Source: an optimization exercise on an open RTL-to-GDS flow (aim: small area, a short achievable clock period and few clock cycles). Production flows keep margins and buffers that such runs may drop.
No functional check of the RTL was part of any run shown here.
No activity file was given, so power comes from the tool's default toggle rates.

## design/flow/design.v

```verilog
`default_nettype none
module regFile (clk, rst, ra, rb, rdata_a, rdata_b, we, waddr, wdata);
   input wire        clk, rst;
   input wire [2:0]  ra, rb;
   output wire [15:0] rdata_a, rdata_b;
   input wire        we;
   input wire [2:0]  waddr;
   input wire [15:0] wdata;
   reg [7:0]  valid;
   wire [7:0] wsel = we ? (8'd1 << waddr) : 8'd0;
   wire [15:0] r [0:7];
   genvar g;
   generate
      for (g = 0; g < 8; g = g + 1) begin : rg
         reg [15:0] q;
         always @(posedge clk)
            if (wsel[g]) q <= wdata;
         assign r[g] = q;
      end
   endgenerate
   always @(posedge clk)
      if (rst) valid <= 8'd0;
      else     valid <= valid | wsel;
   wire [7:0] sa = (8'd1 << ra) & valid;
   wire [7:0] sb = (8'd1 << rb) & valid;
   reg [15:0] oa, ob;
   integer i;
   always @(*) begin
      oa = 16'd0; ob = 16'd0;
      for (i = 0; i < 8; i = i + 1) begin
         oa = oa | ({16{sa[i]}} & r[i]);
         ob = ob | ({16{sb[i]}} & r[i]);
      end
   end
   assign rdata_a = oa;
   assign rdata_b = ob;
endmodule
`default_nettype wire
`default_nettype none
module alu (a, b, inv_a, sh_op, sel_add, sel_xor, sel_andn, sel_sh, sel_set,
            set_op, sum, res);
   input wire [15:0] a;        
   input wire [15:0] b;        
   input wire        inv_a;    
   input wire [1:0]  sh_op;    
   input wire        sel_add, sel_xor, sel_andn, sel_sh, sel_set;
   input wire [1:0]  set_op;   
   output wire [15:0] sum;
   output wire [15:0] res;
   wire [15:0] x = a ^ {16{inv_a}};
   wire [16:0] s17 = {1'b0, x} + {1'b0, b} + {16'd0, inv_a};
   assign sum = s17[15:0];
   wire cout = s17[16];
   wire b_ge_a = (a[15] ^ b[15]) ? b[15] == 1'b0 : ~sum[15];
   wire eq = (a == b);
   wire setbit = (set_op == 2'b00) ? eq :
                 (set_op == 2'b01) ? (b_ge_a & ~eq) :
                 (set_op == 2'b10) ? b_ge_a :
                                     cout;
   wire [3:0] s = b[3:0];
   wire       right = sh_op[1];
   wire [3:0] amt = right ? (4'd0 - s) : s;
   wire [15:0] r0 = amt[0] ? {a[14:0], a[15]}     : a;
   wire [15:0] r1 = amt[1] ? {r0[13:0], r0[15:14]} : r0;
   wire [15:0] r2 = amt[2] ? {r1[11:0], r1[15:12]} : r1;
   wire [15:0] r3 = amt[3] ? {r2[7:0], r2[15:8]}   : r2;
   reg [15:0] keep_l;    
   integer i;
   always @(*)
      for (i = 0; i < 16; i = i + 1) keep_l[i] = (i >= s);
   wire [15:0] keep_r;   
   genvar g;
   generate for (g = 0; g < 16; g = g + 1) begin : rv
      assign keep_r[g] = keep_l[15 - g];
   end endgenerate
   wire [15:0] mask = ~sh_op[0] ? 16'hffff : right ? keep_r : keep_l;
   wire [15:0] shres = r3 & mask;
   assign res = ({16{sel_add}}  & sum) |
                ({16{sel_xor}}  & (a ^ b)) |
                ({16{sel_andn}} & (a & ~b)) |
                ({16{sel_sh}}   & shres) |
                {15'd0, sel_set & setbit};
endmodule
`default_nettype wire
`default_nettype none
module proc ( 
   imem_addr, dmem_addr, dmem_wdata, dmem_wr, halt,
   clk, rst, imem_data, dmem_rdata
   );
   input wire clk;
   input wire rst;
   output wire [15:0] imem_addr;
   input wire [15:0]  imem_data;
   output wire [15:0] dmem_addr;
   output wire [15:0] dmem_wdata;
   output wire        dmem_wr;
   input wire [15:0]  dmem_rdata;
   output wire        halt;
   reg [15:0] pc;         
   reg [15:0] ir;         
   reg        ev;         
   reg        halted;
   reg [15:0] m_addr, m_wdata;
   reg        m_wr, m_ld;
   reg [2:0]  m_rd;
   wire [4:0] op = ir[15:11];
   wire [1:0] fn = ir[1:0];
   wire [2:0] rs = ir[10:8];
   wire [2:0] rt = ir[7:5];
   wire [2:0] rd = ir[4:2];
   wire is_halt = (op == 5'b00000);
   wire is_j    = (op == 5'b00100);
   wire is_jr   = (op == 5'b00101);
   wire is_jal  = (op == 5'b00110);
   wire is_jalr = (op == 5'b00111);
   wire is_alui = (op[4:2] == 3'b010);
   wire is_br   = (op[4:2] == 3'b011);
   wire is_st   = (op == 5'b10000);
   wire is_ld   = (op == 5'b10001);
   wire is_slbi = (op == 5'b10010);
   wire is_stu  = (op == 5'b10011);
   wire is_shi  = (op[4:2] == 3'b101);
   wire is_lbi  = (op == 5'b11000);
   wire is_btr  = (op == 5'b11001);
   wire is_shr  = (op == 5'b11010);
   wire is_alur = (op == 5'b11011);
   wire is_set  = (op[4:2] == 3'b111);
   wire [1:0] aop = is_alur ? fn : op[1:0];    
   wire alu_grp = is_alui | is_alur;
   wire wr_rt = is_alui | is_shi | is_ld;
   wire wr_rs = is_lbi | is_slbi | is_stu;
   wire wr_rd = is_btr | is_shr | is_alur | is_set;
   wire wr_r7 = is_jal | is_jalr;
   wire e_we  = ev & (wr_rt | wr_rs | wr_rd | wr_r7) & ~is_ld;
   wire [2:0] e_dst = wr_rt ? rt : wr_rs ? rs : wr_rd ? rd : 3'd7;
   wire use_imm = ~(op[4] & op[3]);
   wire sx5 = (is_alui & ~op[1]) | (op[4:2] == 3'b100);    
   wire ihi = sx5 & ir[4];
   wire is_jrx = is_jr | is_jalr;
   wire [15:0] imm = is_jrx ? {{8{ir[7]}}, ir[7:0]} : {{11{ihi}}, ir[4:0]};
   wire [15:0] ra_d, rb_d;
   wire        rf_we;
   wire [2:0]  rf_wa;
   wire [15:0] rf_wd;
   regFile RF(.clk(clk), .rst(rst), .ra(rs), .rb(rt), .rdata_a(ra_d), .rdata_b(rb_d),
              .we(rf_we), .waddr(rf_wa), .wdata(rf_wd));
   wire [15:0] opb = use_imm ? imm : rb_d;
   wire inv_a = (alu_grp & (aop == 2'b01)) | (is_set & (op[1] ^ op[0]));
   wire [1:0] sh_op = is_shi ? op[1:0] : fn;
   wire sel_add = (alu_grp & (aop == 2'b00)) | (alu_grp & (aop == 2'b01)) | is_stu;
   wire sel_xor = alu_grp & (aop == 2'b10);
   wire sel_andn = alu_grp & (aop == 2'b11);
   wire sel_sh  = is_shi | is_shr;
   wire [15:0] sum, alu_res;
   alu ALU(.a(ra_d), .b(opb), .inv_a(inv_a), .sh_op(sh_op), .sel_add(sel_add),
           .sel_xor(sel_xor), .sel_andn(sel_andn), .sel_sh(sel_sh), .sel_set(is_set),
           .set_op(op[1:0]), .sum(sum), .res(alu_res));
   wire [15:0] btr;
   genvar g;
   generate for (g = 0; g < 16; g = g + 1) begin : bt
      assign btr[g] = ra_d[15 - g];
   end endgenerate
   wire [15:0] e_res = alu_res |
                       ({16{is_btr}}  & btr) |
                       ({16{is_lbi}}  & {{8{ir[7]}}, ir[7:0]}) |
                       ({16{is_slbi}} & {ra_d[7:0], ir[7:0]}) |
                       ({16{wr_r7}}   & pc);
   wire zero = (ra_d == 16'd0);
   wire cond = (op[1:0] == 2'b00) ? zero :
               (op[1:0] == 2'b01) ? ~zero :
               (op[1:0] == 2'b10) ? ra_d[15] : ~ra_d[15];
   wire taken = ev & (is_j | is_jal | is_jrx | (is_br & cond));
   wire [15:0] boff = (is_j | is_jal) ? {{5{ir[10]}}, ir[10:0]} : {{8{ir[7]}}, ir[7:0]};
   wire [15:0] btgt = pc + boff;
   wire [15:0] target = is_jrx ? sum : btgt;
   wire e_halt = ev & is_halt;
   wire replay = ev & is_ld;
   wire stop   = replay | e_halt | halted;
   assign rf_we = m_ld | e_we;
   assign rf_wa = m_ld ? m_rd : e_dst;
   assign rf_wd = m_ld ? dmem_rdata : e_res;
   always @(posedge clk) begin
      ir     <= imem_data;
      m_addr <= sum;
      m_wdata <= rb_d;
      m_rd   <= rt;
      if (rst) begin
         pc     <= 16'd0;
         ev     <= 1'b0;
         halted <= 1'b0;
         m_wr   <= 1'b0;
         m_ld   <= 1'b0;
      end else begin
         pc     <= taken ? target : pc + {14'd0, ~stop, 1'b0};
         ev     <= ~taken & ~stop;
         halted <= halted | e_halt;
         m_wr   <= ev & (is_st | is_stu);
         m_ld   <= ev & is_ld;
      end
   end
   assign imem_addr  = pc;
   assign dmem_addr  = m_addr;
   assign dmem_wdata = m_wdata;
   assign dmem_wr    = m_wr;
   assign halt       = e_halt | halted;
endmodule  
`default_nettype wire
```

## design/flow/run.sh

```bash
#!/bin/bash
# synth_recipe.tcl (not shown) runs the flow's synth.tcl, then flattens the netlist and writes it again
# the make line also repeats each setting of config.mk as NAME=value (left out here)
make -C /OpenROAD-flow-scripts/flow DESIGN_CONFIG=/design/flow/config.mk WORK_HOME=/design/flow/orfs CLKGATE_MAP_FILE= SYNTH_SCRIPT=/design/flow/synth_recipe.tcl finish
```

## design/flow/config.mk

```make
export PLATFORM = sky130hd
export DESIGN_NAME = proc
export DESIGN_NICKNAME = proc
export VERILOG_FILES = /design/flow/design.v
export SDC_FILE = /design/flow/constraint.sdc
export NUM_CORES = 4
export LEC_CHECK = 0
export CAP_MARGIN = 20
export CORE_MARGIN = 2
export CORE_UTILIZATION = 40
export SLEW_MARGIN = 20
```

## design/flow/constraint.sdc

```tcl
create_clock -name core_clock -period 12.0 [get_ports {clk}]
set_input_delay 2.4000 -clock core_clock [delete_from_list [all_inputs] [get_ports {clk}]]
set_output_delay 2.4000 -clock core_clock [all_outputs]
set_load 0.01 [all_outputs]
```

==> summary.txt, run 1 <==
CTS
  – Clock Latency Late Sink: 0.54 ns
  – Root buf cell: clkbuf_16
  – Clock sink total: 207
  – Post-CTS Setup Bufs: 0
  – Cts bufs inserted: 23
  – Worst-path clk slew: 0.06 ns
  – H-tree depth: 1
  – Max Root-Sink Buffers: 3
  – Post-cts repair resize count: 0
  – CTS tree: done
  – Hold Buf Count CTS: 0

Worst setup path
  – CP Depth: 17
  – Critical Path, Cell by Cell: nor2b_1 -> nand3_1 -> mux2_2 -> a21oi_2 -> buf_4 -> mux2i_2 -> inv_1 -> fa_1 -> nor2b_1 -> o21ai_0 -> a21boi_0 -> nor2_1 -> o31ai_1 -> a21oi_1 -> xnor2_1 -> a211oi_1 -> a2bb2oi_1
  – Crit-path max FO: 33
  – Kind of critical path: reg -> reg
  – Worst Path Buf+Inv: 2
  – R2R Setup Slk: 6.13 ns
  – Most frequent CP cell: nor2b_1
  – CP startpoint: ir[14]
  – Crit-path leading delay family: compound AO/OA/AOI/OAI gates
  – WP data arrival: 6.08 ns
  – Worst Setup EP: RF.rg[4].q[10]
  – WP data required: 12.21 ns
  – Reg2reg end: RF.rg[4].q[10]
  – Worst Setup Start Kind: flip-flop
  – Worst path max stage delay: 0.70 ns
  – FF-to-FF Start: ir[14]
  – Crit-path slowest cell: mux2_2
  – Setup crit end kind: flip-flop
  – Cells on worst reg2reg path: 17

Cells and area
  – Area added between synthesis and finish: 16.8%
  – Most frequent cells in the layout: edfxtp_1 (128), a22oi_1 (111), nand2_1 (107)
  – Share of layout cells above drive strength 1: 9.59%
  – Final instance area: 14800 um2
  – Commonest non-fill, non-tap cell in the layout: edfxtp_1
  – Fin nets: 1462
  – Ant. Diodes: 0
  – Fillers: 2927

Logic synthesis
  – Post-Syn Area per Cell: 9.67 um2
  – Sequential area share after synthesis: 42.9%
  – Synth unique cells: 82
  – Share of the synthesized area in the top cell type: 30.4%
  – Area leader, netlist: edfxtp_1
  – Area of the mapped netlist: 12700 um2
  – Post-synthesis register bit count: 207
  – YS warnings: 3
  – Cells after synthesis: 1308
  – Syn_nets: 1399
  – Post-synth EDFFs: 128
  – Ranking of synthesized cells by area: edfxtp_1 (30%), dfxtp_1 (13%), a22oi_1 (6.6%)
  – Ys async rst share: 0%
  – Main synth FF type: edfxtp_1

Min path
  – Hold Crit Class: reg -> reg

Global routing
  – First-pass GRT wire length: 68.9 mm
  – Initial antenna violation count: 0
  – All-Layer GR Usage: 27.9%
  – Vias in the first global route: 10700
  – Congestion Overflow GR: 0
  – Largest net degree at the start of global routing: 34

Detailed routing
  – DR pass1 iterations: 6
  – DRC viols: 0
  – Routed vias/inst: 6.37
  – Antenna Violating Nets Remaining: 0
  – Via count: 11400
  – Routed WL per cell: 26.5 um
  – Routed Wire Length: 47.5 mm
  – Initial DRC Count: 1400

Floorplan
  – Die area: 33100 um2
  – Die H: 182 um
  – Die W: 182 um
  – Row cnt: 65
  – Core Region: 31300 um2
  – I/O pin total: 84
  – Initial core utilization: 40.4%

STA
  – Clk_skew: 0.0233 ns
  – RSZ-0062 raised after global routing: no
  – Worst slew pin tran: 1.13 ns
  – Crit share post-route: 48.9%
  – Fmax: 0.170 GHz
  – Final setup vio count: 0
  – Hold Violations, Final: 0
  – Final Critical Period: 5.87 ns
  – Final total negative setup slack: 0 ns
  – Slew margin rel.: 25.0%
  – Max-slew violation count: 0

Placed design
  – IO buf count: 83
  – Placed wire-length estimate: 33.4 mm
  – Final GP Congestion: 0.992
  – DP Area: 14000 um2

Power and ir drop
  – Peak VDD IR: 0.000131 V
  – Leak: 5.59 nW
  – PD cells: 129 nW/um2
  – Total Power: 1.91 mW

Run
  – Max_cap viols: 0

Status
  – Outcome: finished clean
-- Yosys cell counts (all sizes together), types with 20 or more instances --
master and instances:
nand4 27, o21ai 49, a21oi 80, inv 56, clkbuf 59, nand2 108
mux2i 42, a211oi 23, nor2 112, xnor2 35, edfxtp 128, o21a 29
xor2 20, a22oi 111, buf 24, dfxtp 79, ha 55
-- metal layers --
layer / vias up / GRT usage, % / share of wire (%)
li1: 5099 / - / -
met1: 5503 / 37.5 / 41
met2: 654 / 45.2 / 46
met3: 133 / 3.43 / 7.9
met4: 0 / 12.4 / 4.9
met5: - / 0 / 0
-- through the flow --
stage / hold slack [ns] / std cells / util, % / setup slack, ns
floorplan: 0.360 / 1308 / - / 7.54
global placement: 0.477 / 1748 / 44.8 / 6.34
detailed placement: 0.481 / 1748 / 44.8 / 6.33
CTS: 0.494 / 1789 / 47.2 / 6.27
global route: 0.534 / 1789 / 47.2 / 5.84
finish: 0.490 / 1789 / 47.2 / 6.13
-- report_power, final --
group          internal (mW)  switching (mW)
sequential             0.797          0.0315
combinational          0.146           0.228
clock                  0.419           0.290
total                   1.36           0.549
-- flip-flops by register name, summed over array words and instances (netlist names) --
register and count:
RF.rg.q 128, RF.valid 8, ev 1, halted 1
ir 16, m_addr 16, m_ld 1, m_rd 3
m_wdata 16, m_wr 1, pc 16
-- area by class of cell --
type                            instances  area [um2]  share of cell area, %
Sequential cell                       207        5430                   36.7
Clock inverter                          8         104                  0.703
Timing Repair Buffer                  121        1120                   7.55
Multi-Input combinational cell        962        6770                   45.8
Clock buffer                           33         647                   4.38
Tap cell                              402         503                   3.40
Inverter                               56         210                   1.42
-- logic make-up (layout without fill, tap and decap cells) --
group,after synthesis,in the layout,synth area share [%]
muxes,52,52,4.46
xor gates and xnor gates,55,55,3.93
and+or+nand+nor,375,375,14.8
AOI/OAI and AO/OA,423,423,23.7
adders and majority gates,57,57,5.76
DFF,207,207,42.9
buffers and inverters,139,218,4.55
-- worst min path at each step --
stage | cells after the start | start | slack, ns | endpoint
after detailed placement | 1 | RF.valid[0] | 0.48 | RF.valid[0]
final | 1 | RF.valid[0] | 0.49 | RF.valid[0]
after floorplan | 0 | ir[5] | 0.36 | m_rd[0]
after global placement | 1 | RF.valid[7] | 0.48 | RF.valid[7]
after CTS | 1 | RF.valid[0] | 0.49 | RF.valid[0]
after global routing | 1 | RF.valid[7] | 0.53 | RF.valid[7]
==> inputs of run 2 (changes only) <==
--- a/design/flow/config.mk
+++ b/design/flow/config.mk
@@ -5,6 +5,7 @@
 export SDC_FILE = /design/flow/constraint.sdc
 export NUM_CORES = 4
 export LEC_CHECK = 0
+export ABC_AREA = 1
 export CAP_MARGIN = 20
 export CORE_MARGIN = 2
 export CORE_UTILIZATION = 40
==> summary.txt, run 2 <==
Floorplan
  – Initial core utilization: 40.7% (+0.30 points)
  – Die W: 183 um (+0.87%)
  – Die area: 33600 um2 (+1.8%)
  – Core Region: 31600 um2 (+1.0%)
  – Row cnt: 65 (unchanged)
  – Die H: 183 um (+0.87%)
  – I/O pin total: 84 (unchanged)

Logic synthesis
  – Ys async rst share: 0% (unchanged)
  – Area leader, netlist: edfxtp_1
  – Count leader, synth: nand2_1
  – Cells after synthesis: 1628 (+24%)
  – Sequential area share after synthesis: 42.1% (-0.75 points)
  – Post-Syn Area per Cell: 7.91 um2 (-18%)
  – Area of the mapped netlist: 12900 um2 (+1.8%)
  – Post-synth EDFFs: 128 (unchanged)
  – Main synth FF type: edfxtp_1
  – YS warnings: 3 (unchanged)
  – Synth unique cells: 60 (-27%)
  – Ranking of synthesized cells by area: edfxtp_1 (30%), dfxtp_1 (12%), nand2_1 (9.9%)
  – Post-synth top cells: nand2_1 (338), inv_1 (220), nor2_1 (154), edfxtp_1 (128), o21ai_0 (100)
  – Share of the synthesized area in the top cell type: 29.8% (-0.53 points)
  – Syn_nets: 1719 (+23%)
  – Post-synthesis register bit count: 207 (unchanged)

Status
  – Outcome: finished clean

STA
  – Clk_skew: 0.0161 ns (-0.00723 ns)
  – Worst slew pin tran: 1.12 ns (-0.00565 ns)
  – Fmax: 0.170 GHz (about the same)
  – RSZ-0062 raised after global routing: no
  – Final total negative setup slack: 0 ns (unchanged)
  – Crit share post-route: 48.9% (about the same)
  – Final Critical Period: 5.87 ns (-0.00218 ns)
  – Slew margin rel.: 23.4% (-1.6 points)
  – Final setup vio count: 0 (unchanged)
  – Hold Violations, Final: 0 (unchanged)
  – Max-slew violation count: 0 (unchanged)

Power and ir drop
  – Switching part of the total: 29.8% (+1.1 points)
  – Switching power: 0.588 mW (+7.2%)
  – Total Power: 1.98 mW (+3.4%)
  – Internal Power: 1.39 mW (+1.8%)
  – Combinational cell fraction of total power: 19.1% (-0.5 points)
  – Leak: 6.54 nW (+17%)
  – Clock power frac: 39.1% (+2.0 points)
  – Register share of total power: 41.8% (-1.5 points)
  – PD cells: 132 nW/um2 (+2.2%)
  – Peak VDD IR: 0.000133 V (+1.3%)

Cells and area
  – Max FFs per register: 128 (unchanged)
  – Non-Filler Instances: 2136 (+19%)
  – Fin nets: 1806 (+24%)
  – Area added between synthesis and finish: 16.1%
  – Most frequent cells in the layout: nand2_1 (338), inv_1 (220), nor2_1 (153)
  – Share of layout cells above drive strength 1: 8.37% (-1.2 points)
  – Final instance area: 14900 um2 (+1.2%)
  – Reg with most FFs: RF.rg.q
  – Commonest non-fill, non-tap cell in the layout: nand2_1

Placed design
  – IO buf count: 83 (unchanged)
  – DP Area: 14100 um2 (+0.69%)
  – Final GP Congestion: 1.04 (+4.5%)
  – Dpl cells: 2092 (+20%)
  – Placed wire-length estimate: 38.3 mm (+15%)

Worst setup path
  – Crit-path max FO: 11 (-67%)
  – WP data arrival: 6.12 ns (+0.04 ns)
  – R2R Setup Slk: 6.13 ns (about the same)
  – Worst Setup Start Kind: flip-flop
  – Setup crit end kind: flip-flop
  – Kind of critical path: reg -> reg
  – WP data required: 12.26 ns (+0.05 ns)

Detailed routing
  – Via count: 12500 (+9.3%)
  – DRC viols: 0 (unchanged)
  – Routed vias/inst: 5.83 (-8.4%)
  – Routed Wire Length: 51.4 mm (+8.3%)
  – Initial DRC Count: 1699 (+21%)
  – Antenna Violating Nets Remaining: 0 (unchanged)
  – Routed WL per cell: 24.1 um (-9.3%)
  – DR pass1 iterations: 6 (unchanged)

CTS
  – Clock sink total: 207 (unchanged)
  – Post-CTS Setup Bufs: 0 (unchanged)
  – Root buf cell: clkbuf_16
  – Post-cts repair resize count: 0 (unchanged)
  – H-tree depth: 1 (unchanged)
  – Hold Buf Count CTS: 0 (unchanged)
  – Clock Latency Late Sink: 0.55 ns (about the same)
  – CTS tree: done
  – Cts bufs inserted: 23 (unchanged)
  – Worst-path clk slew: 0.06 ns (about the same)
  – Max Root-Sink Buffers: 3 (unchanged)

Global routing
  – Initial antenna violation count: 3 (+3)
  – Largest net degree at the start of global routing: 28 (-18%)
  – All-Layer GR Usage: 30.5% (+2.7 points)
  – First-pass GRT wire length: 75.7 mm (+9.8%)
  – Congestion Overflow GR: 0 (unchanged)
  – Vias in the first global route: 11900 (+12%)

Min path
  – Hold Crit Class: reg -> reg

Run
  – Max_cap viols: 0 (unchanged)
run 2: metal layers:
| layer | global-route usage, % | vias to the layer above | wire length [um] | part of all wire [%] |
|---|---|---|---|---|
| li1 | - | 5692 | - | - |
| met1 | 43.0 | 5879 | 21900 | 43 |
| met2 | 46.4 | 726 | 22200 | 43 |
| met3 | 6.22 | 155 | 5290 | 10 |
| met4 | 11.0 | 0 | 2020 | 3.9 |
| met5 | 0 | - | 0 | 0 |
run 2: power groups by stage:
stage | registers (mW) | clock network, mW | logic, mW
2_1_floorplan | 0.838 | 0 | 0.220
3_3_place_gp | 0.841 | 0 | 0.369
3_5_place_dp | 0.842 | 0 | 0.369
4_1_cts | 0.827 | 0.785 | 0.370
5_1_grt | 0.829 | 0.814 | 0.409
6_report | 0.827 | 0.773 | 0.377
run 2: per-stage QoR:
step	setup WS [ns]	util, %	hold slack (ns)
after global routing	5.92	47.2	0.504
final	6.13	47.3	0.471
after global placement	6.47	44.6	0.445
after CTS	6.33	47.2	0.479
after detailed placement	6.38	44.6	0.465
after floorplan	8.17	-	0.379
run 2: worst max-delay path, cell delays in order (launching register included):
cell and delay [ns]:
dfxtp_1 0.67, inv_2 0.08, nor2_2 0.54, nand2_1 0.55, inv_1 0.52, a221oi_1 0.17, nand3_1 0.09, a31oi_1 0.05
nand3_1 0.16, nand2_1 0.10, inv_1 0.10, ha_1 0.30, nand2_1 0.14, inv_1 0.09, nand2_1 0.07, a21oi_1 0.05
a2111oi_0 0.88, nand3_1 0.20, nand2_1 0.16, nand2_1 0.06, a31oi_1 0.58
run 2: cell type report:
cell class	instances	area, um2
Fill cell	3096	16700
Clock inverter	14	198
Multi-Input combinational cell	1136	6290
Clock buffer	28	626
Sequential cell	207	5430
Tap cell	402	503
Timing Repair Buffer	102	973
Antenna cell	2	5.00
Inverter	245	930
run 2: worst paths after layout:
path,from,endpoint,depth (start not counted)
worst max-delay path,ir[6],RF.rg[3].q[15],20
worst min-delay path,halted,halted,2
worst max register to register,ir[6],RF.rg[3].q[15],20
worst min register to register,halted,halted,2
run 2: kinds of logic (layout without fill, tap and decap cells):
logic type / count (synthesis) / in the layout / share of synthesized area, %
compound gates: 365 / 365 / 17.3
xor+xnor: 50 / 50 / 3.46
fa+ha+maj: 57 / 57 / 5.65
buf+inv: 285 / 389 / 9.05
flops: 207 / 207 / 42.1
other cells: 0 / 2 / 0
simple gates: 664 / 664 / 22.4
==> inputs of run 3 (changes only) <==
==> design/flow/config.mk (replaced) <==
export PLATFORM = sky130hd
export DESIGN_NAME = proc
export DESIGN_NICKNAME = proc
export VERILOG_FILES = /design/flow/design.v
export SDC_FILE = /design/flow/constraint.sdc
export NUM_CORES = 4
export LEC_CHECK = 0
export CAP_MARGIN = 60
export CORE_MARGIN = 2
export CORE_UTILIZATION = 40
export SLEW_MARGIN = 80
==> summary.txt, run 3 <==
Status
  – Outcome: finished clean

Detailed routing
  – Via count: 11800 (-4.9%)
  – DR pass1 iterations: 6 (unchanged)
  – Routed Wire Length: 48.2 mm (-6.2%)
  – Routed vias/inst: 6.35 (+8.9%)
  – Routed WL per cell: 25.9 um (+7.5%)
  – DRC viols: 0 (unchanged)
  – Antenna Violating Nets Remaining: 0 (unchanged)
  – Initial DRC Count: 1264 (-26%)

Power and ir drop
  – Clock power frac: 36.9% (-2.2 points)
  – Switching power: 0.592 mW (+0.55%)
  – Peak VDD IR: 0.000120 V (-9.6%)
  – Combinational cell fraction of total power: 22.4% (+3.3 points)
  – Register share of total power: 40.6% (-1.2 points)
  – Switching part of the total: 28.9% (-0.85 points)
  – Total Power: 2.05 mW (+3.5%)
  – Leak: 6.16 nW (-5.8%)
  – PD cells: 123 nW/um2 (-6.8%)
  – Internal Power: 1.45 mW (+4.8%)

Worst setup path
  – Crit-path leading delay family: buffers and inverters
  – Cells on worst reg2reg path: 18 (-10%)
  – Crit-path max FO: 20 (+9)
  – Critical Path, Cell by Cell: and4b_1 -> buf_4 -> a22oi_1 -> nand2_1 -> o31ai_4 -> buf_8 -> buf_12 -> ha_1 -> and2_1 -> a31oi_4 -> nand2_4 -> mux2i_1 -> mux2i_1 -> nor2_1 -> a2111oi_4 -> clkdlybuf4s50_1 -> clkdlybuf4s50_1 -> o32a_2
  – FF-to-FF Start: ir[7]
  – WP data required: 12.24 ns (-0.02 ns)
  – Worst Setup Start Kind: flip-flop
  – Crit-path slowest cell: dfxtp_4
  – R2R Setup Slk: 6.83 ns (+0.69 ns)
  – Worst path max stage delay: 0.50 ns (-0.38 ns)
  – Worst Path Buf+Inv: 5 (+1)
  – Setup crit end kind: flip-flop
  – Reg2reg end: RF.rg[6].q[2]
  – Kind of critical path: reg -> reg
  – WP data arrival: 5.41 ns (-0.71 ns)

Min path
  – Hold Crit Class: reg -> reg
  – WHS Endpoint: RF.valid[0]
  – Start point of the worst min-delay path: RF.valid[0]
  – Hold path depth: 1 (-1)

STA
  – WHS: 0.488 ns (+0.0168 ns)
  – Slew margin rel.: 74.7% (+51 points)
  – Hold Violations, Final: 0 (unchanged)
  – Setup ws final: 6.83 ns (+0.694 ns)
  – Final total negative setup slack: 0 ns (unchanged)
  – Crit share post-route: 43.1% (-5.8 points)
  – RSZ-0062 raised after global routing: no
  – Worst slew pin tran: 0.376 ns (-0.743 ns)
  – Final Critical Period: 5.17 ns (-0.694 ns)
  – Final setup vio count: 0 (unchanged)
  – Fmax: 0.193 GHz (+13%)
  – Max-slew violation count: 0 (unchanged)
  – Clk_skew: 0.0259 ns (+0.00983 ns)

CTS
  – Hold Buf Count CTS: 0 (unchanged)
  – Root buf cell: clkbuf_16
  – Post-CTS Setup Bufs: 0 (unchanged)
  – Cts bufs inserted: 24 (+4.3%)
  – Post-cts repair resize count: 0 (unchanged)
  – Max Root-Sink Buffers: 3 (unchanged)
  – Worst-path clk slew: 0.06 ns (about the same)
  – Clock sink total: 207 (unchanged)
  – H-tree depth: 1 (unchanged)
  – Clock Latency Late Sink: 0.54 ns (about the same)
  – CTS tree: done

Logic synthesis
  – Syn_nets: 1399 (-19%)
  – Post-synthesis register bit count: 207 (unchanged)
  – Area leader, netlist: edfxtp_1
  – Area of the mapped netlist: 12700 um2 (-1.8%)
  – YS warnings: 3 (unchanged)
  – Post-synth EDFFs: 128 (unchanged)
  – Post-Syn Area per Cell: 9.67 um2 (+22%)
  – Share of the synthesized area in the top cell type: 30.4% (+0.53 points)
  – Main synth FF type: edfxtp_1
  – Ranking of synthesized cells by area: edfxtp_1 (30%), dfxtp_1 (13%), a22oi_1 (6.6%)
  – Ys async rst share: 0% (unchanged)
  – Cells after synthesis: 1308 (-20%)
  – Count leader, synth: edfxtp_1
  – Synth unique cells: 82 (+37%)
  – Sequential area share after synthesis: 42.9% (+0.75 points)
  – Post-synth top cells: edfxtp_1 (128), nor2_1 (112), a22oi_1 (111), nand2_1 (107), dfxtp_1 (79)

Global routing
  – Initial antenna violation count: 0 (-3)
  – Congestion Overflow GR: 0 (unchanged)
  – First-pass GRT wire length: 70.8 mm (-6.4%)
  – Largest net degree at the start of global routing: 34 (+21%)
  – All-Layer GR Usage: 28.3% (-2.2 points)
  – Vias in the first global route: 11100 (-6.6%)

Placed design
  – Pre-CTS WS: 6.94 ns (+0.564 ns)
  – Final GP Congestion: 0.992 (-4.3%)
  – IO buf count: 83 (unchanged)
  – Placed wire-length estimate: 34.4 mm (-10%)

Floorplan
  – Die W: 182 um (-0.86%)
  – Die H: 182 um (-0.86%)
  – Die area: 33100 um2 (-1.7%)
  – Core Region: 31300 um2 (-1.0%)
  – Row cnt: 65 (unchanged)
  – Initial core utilization: 40.4% (-0.30 points)
  – I/O pin total: 84 (unchanged)

Cells and area
  – Fin nets: 1536 (-15%)
  – Max FFs per register: 128 (unchanged)
  – Register area: 5490 um2 (+1.1%)
  – Area added between synthesis and finish: 31.3%
  – Most frequent cells in the layout: edfxtp_1 (128), a22oi_1 (111), nand2_1 (99)
  – Reg with most FFs: RF.rg.q
  – Fillers: 2727 (-12%)
  – Share of layout cells above drive strength 1: 23.3% (+15 points)
  – Final core utilization: 53.1% (+5.8 points)
  – Area of the multi-input gates: 7940 um2 (+26%)
  – Ant. Diodes: 0 (-2)
  – Commonest non-fill, non-tap cell in the layout: edfxtp_1

Run
  – Max_cap viols: 0 (unchanged)
==> run 3: changes by cell type in the layout (fill, tap and decap cells not counted), moves of 36 or more <==
| cell | delta |
|---|---|
| nand2_1 | -239 |
| inv_1 | -169 |
| a22oi_1 | +110 |
| nand3_1 | -67 |
| o21ai_0 | -65 |
| nor2_1 | -61 |
| o22ai_1 | -52 |
| mux2i_1 | +36 |
==> run 3: how the worst max path moves through the flow <==
stage | slack [ns] | cells after the start | from | end
6_report | 6.83 | 18 | ir[7] | RF.rg[6].q[2]
5_1_grt | 6.67 | 17 | ir[14] | RF.rg[6].q[0]
4_1_cts | 6.90 | 17 | ir[7] | RF.rg[7].q[2]
3_5_place_dp | 6.94 | 17 | ir[7] | RF.rg[3].q[2]
3_3_place_gp | 6.34 | 17 | ir[14] | RF.rg[7].q[10]
2_1_floorplan | 7.54 | 16 | ir[14] | RF.rg[0].q[0]
==> run 3: kinds of logic (layout without fill, tap and decap cells) <==
kind of cell	Yosys count	count (layout)	synth area share (%)
AOI/OAI and AO/OA	423	423	23.7
xor gates and xnor gates	55	55	3.93
adders and majority gates	57	57	5.76
buffers and inverters	139	293	4.55
DFF	207	207	42.9
muxes	52	52	4.46
and+or+nand+nor	375	375	14.8
==> run 3: power groups by stage <==
stage	sequential (mW)	clock, mW	combinational (mW)
global route	0.834	0.797	0.487
floorplan	0.836	0	0.223
detailed placement	0.846	0	0.428
CTS	0.831	0.767	0.430
global placement	0.843	0	0.365
finish	0.832	0.756	0.459
==> run 3: worst reg2reg max path: stages, from the launching register on <==
cell             delay (ns)
dfxtp_4                0.50
and4b_1                0.23
buf_4                  0.22
a22oi_1                0.18
nand2_1                0.13
o31ai_4                0.27
buf_8                  0.20
buf_12                 0.21
ha_1                   0.29
and2_1                 0.22
a31oi_4                0.27
nand2_4                0.18
mux2i_1                0.29
mux2i_1                0.15
nor2_1                 0.19
a2111oi_4              0.07
clkdlybuf4s50_1        0.44
clkdlybuf4s50_1        0.44
o32a_2                 0.41
==> run 3: metrics by stage <==
stage	area, um2	std cells
2_1_floorplan	12700	1308
3_3_place_gp	14000	1748
3_5_place_dp	15400	1802
4_1_cts	16200	1845
5_1_grt	16600	1864
6_report	16600	1864
==> run 3: metal layers <==
layer  vias up  GRT usage (%)  share of wire, %
met2       706           45.3                46
met1      5716           37.0                40
met5         -              0                 0
met4         0           14.1               5.5
li1       5258              -                 -
met3       156           5.09               9.0
==> run 3: final cells by class <==
class,count,area share [%]
multi-input cells,962,47.8
flip-flops and latches,207,33.0
inverters,56,1.31
clock buffers,37,4.41
clock inverters,6,0.542
repair buffers,194,9.87
well taps,402,3.03
==> inputs of run 4 (changes only) <==
--- a/design/flow/design.v
+++ b/design/flow/design.v
@@ -100,9 +100,6 @@
    reg [15:0] ir;         
    reg        ev;         
    reg        halted;
-   reg [15:0] m_addr, m_wdata;
-   reg        m_wr, m_ld;
-   reg [2:0]  m_rd;
    wire [4:0] op = ir[15:11];
    wire [1:0] fn = ir[1:0];
    wire [2:0] rs = ir[10:8];
@@ -131,7 +128,7 @@
    wire wr_rs = is_lbi | is_slbi | is_stu;
    wire wr_rd = is_btr | is_shr | is_alur | is_set;
    wire wr_r7 = is_jal | is_jalr;
-   wire e_we  = ev & (wr_rt | wr_rs | wr_rd | wr_r7) & ~is_ld;
+   wire e_we  = ev & (wr_rt | wr_rs | wr_rd | wr_r7) & 1'b1;
    wire [2:0] e_dst = wr_rt ? rt : wr_rs ? rs : wr_rd ? rd : 3'd7;
    wire use_imm = ~(op[4] & op[3]);
    wire sx5 = (is_alui & ~op[1]) | (op[4:2] == 3'b100);    
@@ -174,34 +171,26 @@
    wire [15:0] btgt = pc + boff;
    wire [15:0] target = is_jrx ? sum : btgt;
    wire e_halt = ev & is_halt;
-   wire replay = ev & is_ld;
-   wire stop   = replay | e_halt | halted;
-   assign rf_we = m_ld | e_we;
-   assign rf_wa = m_ld ? m_rd : e_dst;
-   assign rf_wd = m_ld ? dmem_rdata : e_res;
+   wire stop   = e_halt | halted;
+   assign rf_we = e_we;
+   assign rf_wa = e_dst;
+   assign rf_wd = is_ld ? dmem_rdata : e_res;
    always @(posedge clk) begin
       ir     <= imem_data;
-      m_addr <= sum;
-      m_wdata <= rb_d;
-      m_rd   <= rt;
       if (rst) begin
          pc     <= 16'd0;
          ev     <= 1'b0;
          halted <= 1'b0;
-         m_wr   <= 1'b0;
-         m_ld   <= 1'b0;
       end else begin
          pc     <= taken ? target : pc + {14'd0, ~stop, 1'b0};
          ev     <= ~taken & ~stop;
          halted <= halted | e_halt;
-         m_wr   <= ev & (is_st | is_stu);
-         m_ld   <= ev & is_ld;
       end
    end
    assign imem_addr  = pc;
-   assign dmem_addr  = m_addr;
-   assign dmem_wdata = m_wdata;
-   assign dmem_wr    = m_wr;
+   assign dmem_addr  = sum;
+   assign dmem_wdata = rb_d;
+   assign dmem_wr    = ev & (is_st | is_stu);
    assign halt       = e_halt | halted;
 endmodule  
 `default_nettype wire
==> design/flow/config.mk (replaced) <==
export PLATFORM = sky130hd
export DESIGN_NAME = proc
export DESIGN_NICKNAME = proc
export VERILOG_FILES = /design/flow/design.v
export SDC_FILE = /design/flow/constraint.sdc
export NUM_CORES = 4
export LEC_CHECK = 0
export CAP_MARGIN = 20
export CORE_MARGIN = 2
export CORE_UTILIZATION = 40
export SLEW_MARGIN = 20
==> summary.txt, run 4 <==
Power and ir drop
  – PD cells: 121 nW/um2 (-2.0%)
  – Combinational cell fraction of total power: 24.7% (+2.3 points)
  – Peak VDD IR: 0.000106 V (-12%)
  – Switching power: 0.571 mW (-3.5%)
  – Internal Power: 1.11 mW (-24%)
  – Clock power frac: 34.1% (-2.8 points)
  – Switching part of the total: 34.0% (+5.1 points)
  – Total Power: 1.68 mW (-18%)
  – Leak: 5.11 nW (-17%)
  – Register share of total power: 41.1% (+0.5 points)

STA
  – Setup ws final: 3.68 ns (-3.15 ns)
  – Slew margin rel.: 19.8% (-55 points)
  – Hold Violations, Final: 0 (unchanged)
  – RSZ-0062 raised after global routing: no
  – WHS: 0.501 ns (+0.0128 ns)
  – Crit share post-route: 69.3% (+26 points)
  – Final setup vio count: 0 (unchanged)
  – Worst slew pin tran: 1.20 ns (+0.823 ns)
  – Max-slew violation count: 0 (unchanged)
  – Final Critical Period: 8.32 ns (+3.15 ns)
  – Clk_skew: 0.0268 ns (+0.000904 ns)
  – Final total negative setup slack: 0 ns (unchanged)
  – Fmax: 0.120 GHz (-38%)

Floorplan
  – Die W: 178 um (-2.0%)
  – I/O pin total: 84 (unchanged)
  – Core Region: 29700 um2 (-5.1%)
  – Row cnt: 63 (-3.1%)
  – Initial core utilization: 40.8% (+0.42 points)
  – Die area: 31700 um2 (-4.0%)
  – Die H: 178 um (-2.0%)

Global routing
  – M2 GR Usage: 44.6% (-0.68 points)
  – First-pass GRT wire length: 65.1 mm (-8.1%)
  – All-Layer GR Usage: 27.8% (-0.53 points)
  – GRT busiest layer: met2
  – Vias in the first global route: 10200 (-8.2%)
  – Congestion Overflow GR: 0 (unchanged)
  – Met3 usage: 4.90% (-0.19 points)
  – Largest net degree at the start of global routing: 34 (unchanged)
  – Initial antenna violation count: 1 (+1)
  – GR Layer Usage met1: 37.4% (+0.40 points)

Logic synthesis
  – Area of the mapped netlist: 12100 um2 (-4.1%)
  – Post-synth EDFFs: 128 (unchanged)
  – Synth unique cells: 88 (+7.3%)
  – Ys async rst share: 0% (unchanged)
  – Post-synth top cells: edfxtp_1 (128), nor2_1 (118), a22oi_1 (107), nand2_1 (102), a21oi_1 (96)
  – Syn_nets: 1384 (-1.1%)
  – Cells after synthesis: 1293 (-1.1%)
  – Area leader, netlist: edfxtp_1
  – Post-Syn Area per Cell: 9.38 um2 (-3.0%)
  – Sequential area share after synthesis: 38.6% (-4.3 points)
  – YS warnings: 3 (unchanged)
  – Count leader, synth: edfxtp_1
  – Main synth FF type: edfxtp_1
  – Ranking of synthesized cells by area: edfxtp_1 (32%), dfxtp_1 (6.9%), a22oi_1 (6.6%)
  – Post-synthesis register bit count: 170 (-18%)
  – Share of the synthesized area in the top cell type: 31.7% (+1.3 points)

Worst setup path
  – R2R Setup Slk: 5.20 ns (-1.63 ns)
  – Worst path max stage delay: 0.98 ns (+0.48 ns)
  – Crit-path slowest cell: a31oi_2
  – Critical Path, Cell by Cell: and4_1 -> a22o_1 -> a221oi_1 -> a31oi_2 -> ha_1 -> nand3_1 -> o221ai_1 -> a21oi_1 -> o21bai_1 -> a2111oi_0 -> nor2_1 -> xor2_1 -> clkdlybuf4s50_1
  – Crit-path max FO: 21 (+5.0%)
  – Worst Setup Start Kind: flip-flop
  – Kind of critical path: reg -> out
  – Setup crit end kind: output port
  – WP data arrival: 5.92 ns (+0.51 ns)
  – WP data required: 9.60 ns (-2.64 ns)

Detailed routing
  – DR pass1 iterations: 8 (+2)
  – DRC viols: 0 (unchanged)
  – Routed vias/inst: 6.46 (+1.7%)
  – Antenna Violating Nets Remaining: 0 (unchanged)
  – Initial DRC Count: 1454 (+15%)
  – Routed Wire Length: 44.7 mm (-7.4%)
  – Via count: 11200 (-5.4%)
  – Routed WL per cell: 25.8 um (-0.48%)

Cells and area
  – Final core utilization: 46.8% (-6.2 points)
  – Commonest non-fill, non-tap cell in the layout: edfxtp_1
  – Non-Filler Instances: 1734 (-7.0%)
  – Most frequent cells in the layout: edfxtp_1 (128), nor2_1 (118), a22oi_1 (107)
  – Regs by FF count: RF.rg.q: 128 flops, ir: 16 flops, pc: 16 flops
  – Final instance area: 13900 um2 (-16%)
  – Reg with most FFs: RF.rg.q
  – Area added between synthesis and finish: 14.7%
  – Share of layout cells above drive strength 1: 9.83% (-13 points)
  – Fin nets: 1421 (-7.5%)
  – Max FFs per register: 128 (unchanged)

Status
  – Outcome: finished clean

Placed design
  – DP Area: 13300 um2 (-14%)
  – IO buf count: 83 (unchanged)
  – Placed wire-length estimate: 32.1 mm (-6.4%)
  – Pre-CTS WS: 4.38 ns (-2.56 ns)
  – Final GP Congestion: 1.02 (+2.7%)
  – Dpl cells: 1701 (-5.6%)

Run
  – Max_cap viols: 0 (unchanged)

CTS
  – Hold Buf Count CTS: 0 (unchanged)
  – Root buf cell: clkbuf_16
  – Clock Latency Late Sink: 0.45 ns (-0.09 ns)
  – Cts bufs inserted: 17 (-29%)
  – CTS tree: done
  – Clock sink total: 170 (-18%)
  – H-tree depth: 4 (+3)
  – Worst-path clk slew: 0.07 ns (about the same)
  – Post-cts repair resize count: 0 (unchanged)
  – Max Root-Sink Buffers: 2 (-1)
  – Post-CTS Setup Bufs: 0 (unchanged)

Min path
  – Hold Crit Class: reg -> reg
## run 4: changes by cell type after synthesis, sizes merged, moves of 12 or more
cell | before | now
dfxtp | 79 | 42
buf | 24 | 48
mux2i | 42 | 20
a21oi | 80 | 98
o21a | 29 | 13
a211oi | 23 | 38
clkbuf | 59 | 44
a31oi | 10 | 23
o21ai | 49 | 61
## run 4: layer usage
metal,routed length [um],part of all wire (%)
met1,18400,41
met2,20500,46
met3,4060,9.1
met4,1580,3.5
met5,13,0.029
## run 4: critical path, delay by kind of cell (launching register included)
kind,cells,cell delay [ns]
fa+ha+maj,1,0.46
xor+xnor,1,0.31
simple gates,3,1.16
compound gates,7,2.22
flops,1,0.76
buf+inv,1,0.60
## run 4: area by class of cell
cell class / instances / area [um2]
well taps: 390 / 488
clock buffers: 17 / 425
fillers: 2797 / 15800
flip-flops and latches: 170 / 4680
diodes: 1 / 2.50
clock inverters: 15 / 191
repair buffers: 110 / 1030
multi-input cells: 978 / 6890
inverters: 53 / 199
## run 4: final timing paths
| check | startpoint | to | depth (start not counted) |
|---|---|---|---|
| worst max-delay path | ir[7] | dmem_addr[14] | 13 |
| worst min register to register | halted | halted | 2 |
| worst min-delay path | halted | halted | 2 |
| worst max register to register | ir[7] | RF.rg[5].q[13] | 14 |
## run 4: cell families (layout without fill, tap and decap cells)
logic type	Yosys count	in the layout	share of synthesized area [%]
compound gates	457	457	26.7
simple gates	376	376	15.5
flops	170	170	38.6
buf+inv	145	195	5.48
fa+ha+maj	57	57	6.00
xor+xnor	55	55	4.27
mux	33	33	3.41
other cells	0	1	0
## run 4: power groups by stage
| stage | combinational, mW | clock, mW | sequential [mW] |
|---|---|---|---|
| 6_report | 0.416 | 0.573 | 0.691 |
| 5_1_grt | 0.445 | 0.600 | 0.693 |
| 4_1_cts | 0.407 | 0.581 | 0.691 |
| 3_5_place_dp | 0.405 | 0 | 0.704 |
| 3_3_place_gp | 0.403 | 0 | 0.704 |
| 2_1_floorplan | 0.271 | 0 | 0.692 |

==> separate check: timing with driven ports <==
No port has a modelled driver above. Below, the same layouts with a new extraction and two added sets of constraints. Step 1, drivers: a clkbuf_16 drives clk and a buf_2 each remaining input, both assumed. Step 2 moves the port delays by t, midway between the first and last clock arrival at a register: inputs arrive t later, outputs are due t later. That takes back most of the time a late clock gives input paths. Three values: no drivers, after step 1, after step 2; two values: the first two.
run | t, ns | slack for setup (ns) | worst register clock-pin slew, ns | worst slew at a driven data input, ns
run 1 | 0.577 | 6.132 / 6.132 / 6.132 | 0.07 / 0.07 | 0.05
run 2 | 0.593 | 6.134 / 6.134 / 6.134 | 0.07 / 0.07 | 0.04
run 3 | 0.574 | 6.829 / 6.829 / 6.829 | 0.07 / 0.07 | 0.05
run 4 | 0.483 | 3.679 / 3.627 / 4.111 | 0.09 / 0.09 | 0.04
After both steps every run listed still meets setup and hold.
